This design comes from an exercise in tuning for small area on the open sky130 flow, not from production work. Only simulation tests tie the RTL to the original design; equivalence was not proved. No driver is modelled on the clock port, so clock power and skew are understated where the tree is cut down; a real chip needs a root buffer or a tree. Power and IR drop assume default switching activity.

==> flow/design.v <==
`timescale 1ns / 1ps
module  n4fpga_PWM_detection #(
	parameter				WIDTH = 20              
	) (
	input 					clock_3,
	input 					RGBval,                  
	input                   Reset,                   
	output reg	[WIDTH-1:0]	high_counter,            
	output reg	[WIDTH-1:0]	low_counter              
	);
	reg			[WIDTH-1:0]	run;                     
	reg			[WIDTH-1:0]	frz;                     
	reg 					lastval;                 
	localparam NG = 2;
	localparam GS = (WIDTH + NG - 1) / NG;           
	wire rise, fall;                                 
	wire lastval_d;
	wire [NG-1:0] ld_h, hd_h, ld_l, hd_l, ld_f, keep_c, keep_f;
	cw_nor2b u_rise (.a(lastval), .bn(RGBval),  .y(rise));    
	cw_nor2b u_fall (.a(RGBval),  .bn(lastval), .y(fall));    
	cw_nor2b u_last (.a(Reset), .bn(RGBval), .y(lastval_d));
	genvar g;
	generate
		for (g = 0; g < NG; g = g + 1) begin : g_ctl
			cw_nor2b u_ldh  (.a(Reset), .bn(rise), .y(ld_h[g]));    
			cw_nor2  u_hdh  (.a(Reset), .b(rise),  .y(hd_h[g]));    
			cw_nor2b u_ldl  (.a(Reset), .bn(fall), .y(ld_l[g]));    
			cw_nor2  u_hdl  (.a(Reset), .b(fall),  .y(hd_l[g]));    
			cw_nor3  u_kc   (.a(Reset), .b(rise), .c(fall), .y(keep_c[g]));  
			cw_nor2  u_ldf  (.a(Reset), .b(keep_c[g]), .y(ld_f[g]));  
			cw_nor3  u_kf   (.a(Reset), .b(rise), .c(fall), .y(keep_f[g]));  
		end
	endgenerate
	wire [WIDTH-1:0] run_d, frz_d, high_d, low_d;
	wire [WIDTH-1:0] carry;                          
	wire [WIDTH-1:0] cnt_x;
	assign carry[1] = run[0];
	cw_nor2b u_b0 (.a(run[0]), .bn(keep_c[0]), .y(run_d[0]));
	genvar i;
	generate
		for (i = 1; i < WIDTH; i = i + 1) begin : g_cnt
			cw_oai21 u_x (.a(run[i]), .b(carry[i]), .c(keep_c[i/GS]), .y(cnt_x[i]));
			cw_aoi21 u_y (.a(run[i]), .b(carry[i]), .c(cnt_x[i]), .y(run_d[i]));
			if (i < WIDTH - 1) begin : g_c
				cw_and2 u_c (.a(carry[i]), .b(run[i]), .y(carry[i+1]));
			end
		end
		for (i = 0; i < WIDTH; i = i + 1) begin : g_hold
			cw_ao22 u_f (.a(ld_f[i/GS]), .b(run[i]), .c(keep_f[i/GS]), .d(frz[i]),          .y(frz_d[i]));
			cw_ao22 u_h (.a(ld_h[i/GS]), .b(frz[i]), .c(hd_h[i/GS]), .d(high_counter[i]), .y(high_d[i]));
			cw_ao22 u_l (.a(ld_l[i/GS]), .b(frz[i]), .c(hd_l[i/GS]), .d(low_counter[i]),  .y(low_d[i]));
		end
	endgenerate
	always @(posedge clock_3) begin
		lastval      <= lastval_d;
		run          <= run_d;
		frz          <= frz_d;
		high_counter <= high_d;
		low_counter  <= low_d;
	end
endmodule
module cw_nor2 (input a, input b, output y);
	assign y = ~(a | b);
endmodule
module cw_nor2b (input a, input bn, output y);
	assign y = ~a & bn;
endmodule
module cw_nor3 (input a, input b, input c, output y);
	assign y = ~(a | b | c);
endmodule
module cw_and2 (input a, input b, output y);
	assign y = a & b;
endmodule
module cw_oai21 (input a, input b, input c, output y);
	assign y = ~((a | b) & c);
endmodule
module cw_aoi21 (input a, input b, input c, output y);
	assign y = ~((a & b) | c);
endmodule
module cw_ao22 (input a, input b, input c, input d, output y);
	assign y = (a & b) | (c & d);
endmodule
`timescale 1ns / 1ps
module color_wheel_pwm (
    input               clk,
    input               reset,           
    input               rgb_red,
    input               rgb_green,
    input               rgb_blue,
    output [19:0]       red_high,
    output [19:0]       red_low,
    output [19:0]       green_high,
    output [19:0]       green_low,
    output [19:0]       blue_high,
    output [19:0]       blue_low
);
n4fpga_PWM_detection #(.WIDTH(20)) Red
           (
               .clock_3(clk),
               .Reset(reset),
               .RGBval(rgb_red),
               .high_counter(red_high),
               .low_counter(red_low)
           );
n4fpga_PWM_detection #(.WIDTH(20)) Green
           (
               .clock_3(clk),
               .Reset(reset),
               .RGBval(rgb_green),
               .high_counter(green_high),
               .low_counter(green_low)
           );
n4fpga_PWM_detection #(.WIDTH(20)) Blue
           (
               .clock_3(clk),
               .Reset(reset),
               .RGBval(rgb_blue),
               .high_counter(blue_high),
               .low_counter(blue_low)
           );
endmodule
clock: 6.0 ns
lec_check: 0
abc_area: 1
abc_clock_period_in_ps: 6000
cap_margin: 5
core_margin: 2
core_utilization: 40
gpl_timing_driven: 0
slew_margin: 5
synth_hierarchical: 1
standard.sh (not shown) runs the stock make flow with config.mk's settings and CLKGATE_MAP_FILE= SYNTH_SCRIPT=/design/flow/synth_recipe.tcl, a recipe that flattens the netlist after the stock synthesis.
==> flow/flow/run.sh <==
#!/bin/bash
set -euo pipefail
W=$PWD

rm -rf "$W/scripts_area"
cp -r "$FLOW_HOME/scripts" "$W/scripts_area"
cp "$W/flow/abc_area.script" "$W/scripts_area/abc_area.script"

bash "$W/standard.sh" SCRIPTS_DIR="$W/scripts_area" synth > "$W/flow_synth.log" 2>&1

bash "$W/standard.sh" \
  BUFFER_PORTS_ARGS="-buffer_cell sky130_fd_sc_hd__buf_1" \
  CTS_ARGS="$(cat "$W/flow/cts_args.txt")" \
  POST_CTS_TCL="$W/flow/post_cts.tcl" \
  finish > "$W/flow_layout.log" 2>&1
==> flow/flow/abc_area.script <==
strash
dch
amap
topo
==> flow/flow/cts_args.txt <==
-sink_clustering_enable -repair_clock_nets -dont_use_dummy_load -buf_list {sky130_fd_sc_hd__clkbuf_8} -sink_clustering_size 20 -sink_clustering_max_diameter 150
==> flow/flow/post_cts.tcl <==
# After CTS: remove the clock tree's branch buffers, the buffers between the
# root buffer and the leaf buffers, and drive the leaf buffers from the root
# buffer directly. Every register keeps the same number of clock buffers
# (root and leaf) on its clock path.
set block [ord::get_db_block]
proc cw_is_clkbuf {inst} {
  return [string match "sky130_fd_sc_hd__clkbuf_*" [[$inst getMaster] getName]]
}
proc cw_out_net {inst} {
  foreach it [$inst getITerms] {
    if {[$it isOutputSignal]} { return [$it getNet] }
  }
  return "NULL"
}
set clk_net [$block findNet clk]
set roots {}
foreach it [$clk_net getITerms] { lappend roots [$it getInst] }
puts "cw_post_cts: clock port drives [llength $roots] cell(s)"
if {[llength $roots] == 1 && [cw_is_clkbuf [lindex $roots 0]]} {
  set root [lindex $roots 0]
  set rnet [cw_out_net $root]
  set branches {}
  foreach it [$rnet getITerms] {
    set inst [$it getInst]
    if {$inst == $root} { continue }
    if {![cw_is_clkbuf $inst]} { continue }
    set onet [cw_out_net $inst]
    set ok 1
    foreach it2 [$onet getITerms] {
      set i2 [$it2 getInst]
      if {$i2 == $inst} { continue }
      if {![cw_is_clkbuf $i2]} { set ok 0 }
    }
    if {$ok} { lappend branches $inst }
  }
  foreach inst $branches {
    set onet [cw_out_net $inst]
    set loads {}
    foreach it2 [$onet getITerms] {
      if {[$it2 getInst] != $inst} { lappend loads $it2 }
    }
    foreach it2 $loads {
      $it2 disconnect
      $it2 connect $rnet
    }
    puts "cw_post_cts: removed branch buffer [$inst getName] ([llength $loads] leaf buffers moved to the root)"
    odb::dbInst_destroy $inst
    odb::dbNet_destroy $onet
  }
  estimate_parasitics -placement
  report_clock_skew
}
The first run completed with no timing, DRC or antenna violations.
Edit:
--- a/flow/design.v
+++ b/flow/design.v
@@ -11,13 +11,13 @@
 	reg			[WIDTH-1:0]	run;                     
 	reg			[WIDTH-1:0]	frz;                     
-	reg 					lastval;                 
+	reg 					lastval_n;               
 	localparam NG = 2;
 	localparam GS = (WIDTH + NG - 1) / NG;           
 	wire rise, fall;                                 
-	wire lastval_d;
+	wire lastval_n_d;
 	wire [NG-1:0] ld_h, hd_h, ld_l, hd_l, ld_f, keep_c, keep_f;
-	cw_nor2b u_rise (.a(lastval), .bn(RGBval),  .y(rise));    
-	cw_nor2b u_fall (.a(RGBval),  .bn(lastval), .y(fall));    
-	cw_nor2b u_last (.a(Reset), .bn(RGBval), .y(lastval_d));
+	cw_and2  u_rise (.a(RGBval), .b(lastval_n), .y(rise));    
+	cw_nor2  u_fall (.a(RGBval), .b(lastval_n), .y(fall));    
+	cw_nand2b u_last (.an(Reset), .b(RGBval), .y(lastval_n_d));  
 	genvar g;
 	generate
@@ -53,5 +53,5 @@
 	endgenerate
 	always @(posedge clock_3) begin
-		lastval      <= lastval_d;
+		lastval_n    <= lastval_n_d;
 		run          <= run_d;
 		frz          <= frz_d;
@@ -65,4 +65,7 @@
 module cw_nor2b (input a, input bn, output y);
 	assign y = ~a & bn;
+endmodule
+module cw_nand2b (input an, input b, output y);
+	assign y = an | ~b;
 endmodule
 module cw_nor3 (input a, input b, input c, output y);
Result:
- synthesized area hardly moves
- wire length decreases slightly
- die area is about the same
- via count stays flat
- non-clock buffer count does not change
- combinational power decreases by a few percent

port drivers added, routing unchanged:
In the flow no input, the clock included, has a driving cell. The finished layouts below were timed again as built, in two steps.
Step 1: set_driving_cell puts a clkbuf_16 on clk and a buf_2 on each other input, an assumption about the parent block.
Step 2 adds t to the input delays and takes it off the output delays; t is the mean of the earliest and latest rising clock arrival at the registers after step 1. Input paths then give back, and output paths get back, about the clock's delay inside the block.
Slacks: ideal / step 1 / step 2; pairs: ideal / step 1.
run	shift t [ns]	setup WS [ns]	hold WS [ns]
the first run	0.475	1.862 / 1.862 / 1.862	0.429 / 0.429 / 0.429
the second run	0.476	1.873 / 1.873 / 1.873	0.443 / 0.443 / 0.443
After both steps every run listed still meets setup and hold.
